From an optimization exercise on the open Yosys and OpenROAD flow, aimed at small area, a short achievable clock period and few clock cycles; shortcuts taken in it are not production practice.
RTL that was checked went through simulation tests only; none was proved equivalent to the original.
No functional check of the RTL was part of run 2.

==> flow/design.v (outline; a module is shown in full before it is edited, if it fits) <==
// module mycpu_top: 1116 lines
// module cpu_axi_interface: 187 lines
// module alu: 38 lines
// module ks_add: 28 lines
// module reg_file: 19 lines
// module multiplier: 62 lines
// module divider: 69 lines
module mycpu_top(
       input [5:0] ext_int,   
       input aclk,
       input aresetn,    
       output  [3:0] arid,
       output  [31:0] araddr,
       output  [ 7:0] arlen,       
       output  [ 2:0] arsize,
       output  [ 1:0] arburst,     
       output  [ 1:0] arlock,      
       output  [ 3:0] arcache,     
       output  [ 2:0] arprot,      
       output         arvalid,     
       input          arready,     
       input   [ 3:0] rid,         
       input   [31:0] rdata,
       input   [ 1:0] rresp,       
       input          rlast,       
       input          rvalid,      
       output         rready,      
       output  [ 3:0] awid,        
       output  [31:0] awaddr,
       output  [ 7:0] awlen,       
       output  [ 2:0] awsize,
       output  [ 1:0] awburst,     
       output  [ 1:0] awlock,      
       output  [ 3:0] awcache,     
       output  [ 2:0] awprot,      
       output         awvalid,     
       input          awready,     
       output  [ 3:0] wid,         
       output  [31:0] wdata,
       output  [ 3:0] wstrb,
       output         wlast,       
       output         wvalid,      
       input          wready,      
       input   [ 3:0] bid,         
       input   [ 1:0] bresp,       
       input          bvalid,      
       output         bready,      
       output [31:0] debug_wb_pc,
       output [3:0] debug_wb_rf_wen,
       output [4:0] debug_wb_rf_wnum,
       output [31:0] debug_wb_rf_wdata
);
  // ...
==> flow/flow/run.sh <==
#!/bin/bash
# The standard layout (the standard.sh: standard synthesis, floorplan, place, CTS, route),
# with ORFS's timing repair aiming for more setup slack than config.mk may ask for. The clock,
# its period and the constraints are the standard flow's, unchanged.
set -euo pipefail
bash standard.sh SETUP_SLACK_MARGIN=9 finish > standard.log 2>&1
==> flow/standard.sh <==
#!/bin/bash
# synth_recipe.tcl (not shown) runs the flow's synth.tcl, then flattens the netlist and writes it again
# the make line also repeats each setting of config.mk as NAME=value (left out here)
make -C /OpenROAD-flow-scripts/flow DESIGN_CONFIG=/design/flow/config.mk WORK_HOME=/design/flow/orfs CLKGATE_MAP_FILE= SYNTH_SCRIPT=/design/flow/synth_recipe.tcl "${@:-finish}"
==> flow/config.mk <==
export PLATFORM = sky130hd
export DESIGN_NAME = mycpu_top
export DESIGN_NICKNAME = mycpu_top
export VERILOG_FILES = /design/flow/design.v
export SDC_FILE = /design/flow/constraint.sdc
export NUM_CORES = 4
export LEC_CHECK = 0
export CAP_MARGIN = 20
export CORE_MARGIN = 2
export CORE_UTILIZATION = 40
export SLEW_MARGIN = 20
==> flow/constraint.sdc <==
create_clock -name core_clock -period 15.0 [get_ports {aclk}]
set_input_delay 3.0000 -clock core_clock [delete_from_list [all_inputs] [get_ports {aclk}]]
set_output_delay 3.0000 -clock core_clock [all_outputs]
set_load 0.01 [all_outputs]
==> impl_metrics.csv, run 1 <==
group,metric,value,unit
status,status,"no timing/DRC/antenna violations",
critical_path,cp_common_cell,"fa_1",
floorplanning,nWellTaps,4794,
synth,yosys-top-cells-count,"1,728 x edfxtp_1, 1,326 x nand2_1, 795 x inv_1",
final_layout,regArea,62100,um2
global_route,grt_use_total,0.365,
synth,synthArstFlopShare,0.155,
global_route,grt_pass1_wl,947,mm
hold_path,hold_path_end,"PC_WB[8]",
final_layout,nNetsFinal,14769,
cts,cts_buffer_depth,4,
final_layout,multi_input_area,82300,um2
final_layout,largest_register_ffs,992,
cts,holdBufCountCts,0,
cts,cts_tree,"yes",
placed_design,dpl_worst_slack,5.40,ns
critical_path,crit_family,"adder cells",
global_route,grtUsageMet1,0.461,
cts,clk_pin_slew,0.07,ns
placed_design,dpl-instance-area,154000,um2
global_route,grt_max_degree,129,
final_layout,n_fill_cell,32098,
critical_path,critPathCapture,"mul.r[63]",
route,wl_met3,120,mm
Testbench counts, summed over its fixed seeds: cycles 213,787.
==> module alu, before the edit <==
module alu(
	input [32 - 1:0] A,
	input [32 - 1:0] B,
	input [3:0] ALUop,
	output Overflow,
	output CarryOut,
	output Zero,
	output [32 - 1:0] Result
);
	wire c_and = (ALUop == 4'b0000);
	wire c_or  = (ALUop == 4'b0001);
	wire c_add = (ALUop == 4'b0010);
	wire c_sub = (ALUop == 4'b0110);
	wire c_slt = (ALUop == 4'b0111);
	wire c_sll = (ALUop == 4'b0011);
	wire c_sra = (ALUop == 4'b0100);
	wire c_srl = (ALUop == 4'b0101);
	wire c_xor = (ALUop == 4'b1000);
	wire        sub = ~c_add;
	wire [32:0] sum;
	ks_add #(.W(32), .L(5)) adder(.a(A), .b(sub ? ~B : B), .cin(sub), .sum(sum[31:0]), .cout(sum[32]));
	wire        less = (A[31] ^ B[31]) ? A[31] : sum[31];
	wire [31:0] shift_l = B << A[4:0];
	wire [31:0] shift_r_logical = B >> A[4:0];
	wire [31:0] shift_r = shift_r_logical | ((B[31]) ? ~(32'hffffffff >> A[4:0]) : 32'd0);
	assign Result = ({32{c_and}} & (A & B)) |
	                ({32{c_or}}  & (A | B)) |
	                ({32{c_add | c_sub}} & sum[31:0]) |
	                ({32{c_slt}} & {31'b0, less}) |
	                ({32{c_sll}} & shift_l) |
	                ({32{c_sra}} & shift_r) |
	                ({32{c_srl}} & shift_r_logical) |
	                ({32{c_xor}} & (A ^ B));
	assign CarryOut = (c_add & sum[32]) | (c_sub & ~sum[32]);
	wire ovf = (A[31] == (B[31] ^ sub)) & (sum[31] != A[31]);
	assign Overflow = (c_add | c_sub) & ovf;
	assign Zero = (Result == 0);
endmodule
==> module ks_add, before the edit <==
module ks_add #(parameter W = 32, parameter L = 5) (   
	input  [W-1:0] a,
	input  [W-1:0] b,
	input          cin,
	output [W-1:0] sum,
	output         cout
);
	wire [W-1:0] g [0:L];
	wire [W-1:0] p [0:L];
	assign g[0] = (a & b) | {{(W-1){1'b0}}, (a[0] ^ b[0]) & cin};
	assign p[0] = a ^ b;
	genvar l, k;
	generate
		for (l = 0; l < L; l = l + 1) begin : lvl
			for (k = 0; k < W; k = k + 1) begin : bt
				if (k >= (1 << l)) begin : cb
					assign g[l+1][k] = g[l][k] | (p[l][k] & g[l][k-(1<<l)]);
					assign p[l+1][k] = p[l][k] & p[l][k-(1<<l)];
				end else begin : ps
					assign g[l+1][k] = g[l][k];
					assign p[l+1][k] = p[l][k];
				end
			end
		end
	endgenerate
	assign sum  = p[0] ^ {g[L][W-2:0], cin};
	assign cout = g[L][W-1];
endmodule
==> module multiplier, before the edit <==
module multiplier(
    input mul_clk,
    input resetn,
    input mul_signed,
    input first,
    input [16:0] ysel,    
    input second,
    input [31:0]x,
    input [31:0]y,
    output [63:0]result
    );
    function [99:0] csa;
        input [49:0] a, b, c;
        begin
            csa[49:0]  = a ^ b ^ c;
            csa[99:50] = {(a[48:0] & b[48:0]) | (a[48:0] & c[48:0]) | (b[48:0] & c[48:0]), 1'b0};
        end
    endfunction
    reg [49:0] p1;
    reg [63:0] r;
    wire [32:0] xs = {mul_signed & x[31], x};
    wire [16:0] ys = ysel;
    wire [49:0] row [0:18];
    genvar i;
    generate
        for (i = 0; i < 16; i = i + 1) begin : pp
            wire [32:0] w = ys[i] ? xs : 33'd0;
            assign row[i] = {17'd0, w ^ 33'h100000000} << i;
        end
    endgenerate
    wire [32:0] w16 = ys[16] ? ~xs : {33{1'b1}};
    assign row[16] = {17'd0, w16 ^ 33'h100000000} << 16;
    assign row[17] = 50'h2000100010000;
    assign row[18] = second ? {{16{p1[49]}}, p1[49:16]} : 50'd0;
    wire [99:0] a0 = csa(row[0],  row[1],  row[2]);
    wire [99:0] a1 = csa(row[3],  row[4],  row[5]);
    wire [99:0] a2 = csa(row[6],  row[7],  row[8]);
    wire [99:0] a3 = csa(row[9],  row[10], row[11]);
    wire [99:0] a4 = csa(row[12], row[13], row[14]);
    wire [99:0] a5 = csa(row[15], row[16], row[17]);
    wire [99:0] b0 = csa(a0[49:0], a0[99:50], a1[49:0]);
    wire [99:0] b1 = csa(a1[99:50], a2[49:0], a2[99:50]);
    wire [99:0] b2 = csa(a3[49:0], a3[99:50], a4[49:0]);
    wire [99:0] b3 = csa(a4[99:50], a5[49:0], a5[99:50]);
    wire [99:0] c0 = csa(b0[49:0], b0[99:50], b1[49:0]);
    wire [99:0] c1 = csa(b1[99:50], b2[49:0], b2[99:50]);
    wire [99:0] c2 = csa(b3[49:0], b3[99:50], row[18]);
    wire [99:0] d0 = csa(c0[49:0], c0[99:50], c1[49:0]);
    wire [99:0] d1 = csa(c1[99:50], c2[49:0], c2[99:50]);
    wire [99:0] e0 = csa(d0[49:0], d0[99:50], d1[49:0]);
    wire [99:0] f0 = csa(e0[49:0], e0[99:50], d1[99:50]);
    wire [49:0] m;
    wire        m_co;
    ks_add #(.W(50), .L(6)) fin(.a(f0[49:0]), .b(f0[99:50]), .cin(1'b0), .sum(m), .cout(m_co));
    always @(posedge mul_clk) begin
        if (first)
            p1 <= m;
        if (second)
            r <= {m[47:0], p1[15:0]};
    end
    assign result = r;
endmodule
==> module divider, before the edit <==
module divider(
    input div_clk,
    input resetn,
    input div,
    input div_signed,
    input [31:0]x,
    input [31:0]y,
    output [31:0]s,
    output [31:0]r,
    output complete
    );
    reg [5:0]count;
    always @(posedge div_clk or negedge resetn)
    begin
        if(~resetn)
            count <= 6'd0;
        else if(~div)
            count <= 6'd0;
        else if(count  == 6'd33)
            count <= 6'd0;
        else
            count <= count + 1;
    end
    wire s_is_minus;
    assign s_is_minus = (div_signed & (x[31] ^ y[31]));
    wire r_is_minus;
    assign r_is_minus = div_signed & x[31];
    wire x_minus = div_signed & x[31];
    wire y_minus = div_signed & y[31];
    wire [31:0] dividend_pos;
    wire [63:0] first_next;
    wire [32:0] neg_divider = {1'b1, y_minus ? y : ~y};
    wire [32:0] first_sum;
    wire        first_co, sum_co;
    assign dividend_pos = x_minus ? ~x+1'b1 : x;
    wire   dividend_pos31 = x_minus ? (x[30:0] == 31'd0) : x[31];
    ks_add #(.W(33), .L(6)) first_add(.a({32'd0, dividend_pos31}), .b(neg_divider), .cin(~y_minus),
                               .sum(first_sum), .cout(first_co));
    assign first_next = (first_sum[32])? {31'd0, dividend_pos, 1'b0}:
                                         {first_sum[31:0], dividend_pos[30:0], 1'b1};
    wire [32:0] sum;
    wire [63:0] dividend_next;
    reg [63:0] dividend;
    ks_add #(.W(33), .L(6)) step_add(.a(dividend[63:31]), .b(neg_divider), .cin(~y_minus),
                              .sum(sum), .cout(sum_co));
    assign dividend_next = (sum[32])? {dividend[62:0], 1'b0}:
                                      {sum[31:0], dividend[30:0], 1'b1};
    always @(posedge div_clk)
    begin
        if(count == 6'd0)
            dividend <= first_next;
        else
           dividend <= dividend_next;
    end
    reg [63:0]result;
    always @(posedge div_clk or negedge resetn)
    begin
        if(~resetn)
            result <= 64'd0;
        else if(count == 6'd32)
        begin
            result[31:0] <= (s_is_minus)? ~dividend[31:0] + 1'b1 : dividend[31:0];
            result[63:32] <= (r_is_minus)? ~dividend[63:32] + 1'b1 : dividend[63:32];
        end
    end
    assign complete = (count == 6'd33);
    assign r = result[63:32];
    assign s = result[31:0];
endmodule
==> run 2, diff against run 1 <==
--- a/flow/design.v
+++ b/flow/design.v
@@ -1325,5 +1325,5 @@
 	wire        sub = ~c_add;
 	wire [32:0] sum;
-	ks_add #(.W(32), .L(5)) adder(.a(A), .b(sub ? ~B : B), .cin(sub), .sum(sum[31:0]), .cout(sum[32]));
+	ks_add #(.W(32)) adder(.a(A), .b(sub ? ~B : B), .cin(sub), .sum(sum[31:0]), .cout(sum[32]));
 	wire        less = (A[31] ^ B[31]) ? A[31] : sum[31];
 	wire [31:0] shift_l = B << A[4:0];
@@ -1343,5 +1343,5 @@
 	assign Zero = (Result == 0);
 endmodule
-module ks_add #(parameter W = 32, parameter L = 5) (   
+module ks_add #(parameter W = 32) (
 	input  [W-1:0] a,
 	input  [W-1:0] b,
@@ -1350,4 +1350,5 @@
 	output         cout
 );
+	localparam L = $clog2(W);
 	wire [W-1:0] g [0:L];
 	wire [W-1:0] p [0:L];
@@ -1445,5 +1446,5 @@
     wire [49:0] m;
     wire        m_co;
-    ks_add #(.W(50), .L(6)) fin(.a(f0[49:0]), .b(f0[99:50]), .cin(1'b0), .sum(m), .cout(m_co));
+    ks_add #(.W(50)) fin(.a(f0[49:0]), .b(f0[99:50]), .cin(1'b0), .sum(m), .cout(m_co));
     always @(posedge mul_clk) begin
         if (first)
@@ -1491,5 +1492,5 @@
     assign dividend_pos = x_minus ? ~x+1'b1 : x;
     wire   dividend_pos31 = x_minus ? (x[30:0] == 31'd0) : x[31];
-    ks_add #(.W(33), .L(6)) first_add(.a({32'd0, dividend_pos31}), .b(neg_divider), .cin(~y_minus),
+    ks_add #(.W(33)) first_add(.a({32'd0, dividend_pos31}), .b(neg_divider), .cin(~y_minus),
                                .sum(first_sum), .cout(first_co));
     assign first_next = (first_sum[32])? {31'd0, dividend_pos, 1'b0}:
@@ -1498,5 +1499,5 @@
     wire [63:0] dividend_next;
     reg [63:0] dividend;
-    ks_add #(.W(33), .L(6)) step_add(.a(dividend[63:31]), .b(neg_divider), .cin(~y_minus),
+    ks_add #(.W(33)) step_add(.a(dividend[63:31]), .b(neg_divider), .cin(~y_minus),
                               .sum(sum), .cout(sum_co));
     assign dividend_next = (sum[32])? {dividend[62:0], 1'b0}:
--- a/flow/config.mk
+++ b/flow/config.mk
@@ -6,6 +6,6 @@
 export NUM_CORES = 4
 export LEC_CHECK = 0
-export CAP_MARGIN = 20
+export CAP_MARGIN = 40
 export CORE_MARGIN = 2
 export CORE_UTILIZATION = 40
-export SLEW_MARGIN = 20
+export SLEW_MARGIN = 30
==> run 2 against run 1 <==
Area after synthesis unchanged. Register-to-register slack got worse by 0.04 ns. Wire length decreased by 0.21%. Final cell count increased by 0.91%. Still clean. Critical path depth increased by 1. Highest routed layer unchanged. Largest cell class unchanged.
==> impl_metrics.csv, run 2 <==
group,metric,value,unit
status,status,"no timing/DRC/antenna violations",
cts,htreeDepth,4,
hold_path,hold_path.class,"reg2reg",
final_layout,final_area,179000,um2
critical_path,worst_setup_path_start_kind,"flop",
cts,cts_root_buf,"clkbuf_16",
timing,period_share,0.493,
synth,syn_area,146000,um2
run,cap_viol_max_count,0,
timing,slew_violations,0,
placed_design,dpl_worst_slack,5.77,ns
route,routed_wirelength,704,mm
floorplanning,dieHeight,608,um
global_route,grt_max_degree,81,
route,top_layer_used,"met5",
placed_design,dp.cells,17806,
final_layout,syn_to_final_growth,22.7,%
timing,skew,0.0983,ns
synth,avgSynthCellArea,11.0,um2
final_layout,largest_register,"Registers.register",
cts,holdBufCountCts,0,
route,wl_per_cell,36.9,um
critical_path,worst-path-max-fanout,8,
route,antenna_left,0,
final_layout,final_common_cell,"edfxtp_1",
critical_path,cpPeakStageDelay,0.53,ns
synth,synthXorXnorAreaFrac,0.0343,
placed_design,gp_congestion,1.07,
synth,synth_top_family_by_area,"multiplexers",
synth,synth_compound_area_frac,0.128,
final_layout,layout.cells.non_filler,19074,
final_layout,nNetsFinal,14917,
placed_design,portBuffers,220,
final_layout,final_util,0.493,
timing,finalHoldViolCount,0,
global_route,antenna_found_initial,93,
final_layout,largest_register_ffs,992,
route,dr.first_iter.drc_count,23732,
global_route,grt_pass1_vias,116215,
cts,insertion_delay,0.95,ns
synth,synth_warnings,8,
synth,synthArstFlopShare,0.155,
floorplanning,rows,221,
timing,worst_pin_slew,1.03,ns
synth,synth_cell_type_count,120,
cts,cts_buffers,232,
synth,yosysMostFrequentCell,"edfxtp_1",
route,wl_met2,275,mm
route,first_pass_iters,10,
critical_path,path_class,"reg2reg",
critical_path,worstPathRequired,15.60,ns
cts,clk_pin_slew,0.07,ns
timing,slew_headroom,0.314,
timing,rsz0062_at_grt,"yes",
timing,worst_slack,7.60,ns
critical_path,cp_slowest_cell,"a311oi_4",
cts,cts_sinks,2146,
synth,synth_area_leaders,"edfxtp_1 36%, mux4_2 8.6%, fa_1 7.1%, dfrtp_1 4.7%, nand2_1 3.4%",
route,vias_per_cell,6.74,
timing,fmax,135,MHz
floorplanning,start_util,0.402,
placed_design,dp_hpwl,451,mm
floorplanning,core_area,363000,um2
synth,yosys-top-cells-count,"1,728 x edfxtp_1, 1,326 x nand2_1, 795 x inv_1",
route,drc_errors,0,
synth,synth_seq_cells,2146,
critical_path,critPathCaptureType,"flop",
cts,cts_buffer_depth,4,
floorplanning,io_pins,293,
synth,synth_edf_count,1728,
synth,postSynthCellCount,13232,
synth,yosys.area_share.simple,0.119,
global_route,grt_pass1_wl,945,mm
timing,fin_setup_tns,0,ns
synth,yosysSeqAreaShare,0.425,
synth,synthAdderAreaFrac,0.101,
global_route,grt_overflow,0,
final_layout,layout-drive-gt1-share,0.240,
placed_design,dpl-instance-area,155000,um2
timing,finalSetupViolations,0,
timing,fin_hold_ws,0.412,ns
timing,post-route-min-period,7.40,ns
synth,muxShareOfSynthArea,0.140,
synth,yosys.area.top_type,"edfxtp_1",
critical_path,crit_arrival,8.00,ns
global_route,grt_use_total,0.363,
cts,cts_tree,"yes",
floorplanning,dieArea,369000,um2
route,wl_met3,120,mm
synth,synth_flop_cell,"edfxtp_1",
floorplanning,fp.dieW,608,um
synth,synth_top_area_frac,0.356,
final_layout,final_cell_mix,"1,728 x edfxtp_1, 1,283 x nand2_1, 766 x inv_1, 748 x buf_4, 711 x nor2_1",
route,met1_length,250,mm
route,vias,128639,
==> run 2: cell counts after synthesis <==
Identical to the previous run, type by type.
==> run 2: path summary, 6_finish.rpt <==
kind | cells past startpoint | start | end | slack (ns)
min in group asynchronous | 1 | aresetn | old_debug_pc[2] | 2.01
min reg2reg | 0 | PC_MEM[29] | PC_WB[29] | 0.41
min | 0 | PC_MEM[29] | PC_WB[29] | 0.41
max | 26 | WB_valid | ALUOut_exr[0] | 7.60
max in group asynchronous | 5 | aresetn | cp0_compare[1] | 10.44
max reg2reg | 26 | WB_valid | ALUOut_exr[0] | 7.60
==> run 2: logic make-up (layout without fill, tap and decap cells) <==
family          Yosys count  after routing
simple gates           3655           3662
buf+inv                1817           2705
xor+xnor                571            571
flops                  2146           2146
fa+ha+maj               866            866
other cells               2            148
compound gates         2902           2902
mux                    1273           1280
==> run 2: critical path, delay by kind of cell (launching register included) <==
| kind | cells | cell delay (ns) |
|---|---|---|
| simple gates | 9 | 1.77 |
| compound gates | 10 | 3.44 |
| mux | 1 | 0.27 |
| buf+inv | 4 | 0.62 |
| flops | 1 | 0.47 |
| xor+xnor | 1 | 0.16 |
| fa+ha+maj | 1 | 0.37 |
==> run 2: timing repair <==
| item | CTS | global route |
|---|---|---|
| resized for setup | 1142 | 610 |
| gates cloned | 92 | 28 |
| setup buffers | 371 | 240 |
| pin swaps | 192 | 264 |
| setup endpoints to repair | 496 | 273 |
| hold endpoints to repair | 0 | 0 |
==> run 2: metal layers <==
layer,track usage,vias up
met2,0.491,11347
li1,-,50448
met4,0.226,42
met1,0.466,64024
met5,0.0137,-
met3,0.168,2778
==> run 2: final cells by class <==
type / instances / area [um2]
Multi-Input combinational cell: 9334 / 82000
Inverter: 805 / 3200
Timing Repair inverter: 4 / 37.5
Clock buffer: 290 / 6180
Sequential cell: 2146 / 62100
Timing Repair Buffer: 1470 / 17400
Tap cell: 4794 / 6000
Clock inverter: 136 / 1760
Antenna cell: 95 / 238
Fill cell: 31803 / 184000

==> afterwards: timing with drivers on the ports <==
The results above use ideal ports. As a check the final layouts listed here were re-extracted and re-timed, cells and wires unchanged. Step 1 (the two cells are an assumption about what drives the block):
set clk [get_ports {aclk}]
set_driving_cell -lib_cell sky130_fd_sc_hd__clkbuf_16 $clk
set_driving_cell -lib_cell sky130_fd_sc_hd__buf_2 [delete_from_list [all_inputs] $clk]
Step 2, shift: input delay + t, output delay - t, t = (earliest + latest rising clock arrival at the registers) / 2. This alone moves slack from input paths to output paths. Slacks: ideal / step 1 / step 2; pairs: ideal / step 1.
run	t (ns)	setup slack, ns	latest minus earliest clock arrival (ns)	worst slew at a driven data input, ns
run 1	1.022	7.642 / 7.642 / 7.642	0.102 / 0.102	0.09
run 2	1.014	7.604 / 7.604 / 7.604	0.098 / 0.099	0.09
After both steps every run listed still meets setup and hold.
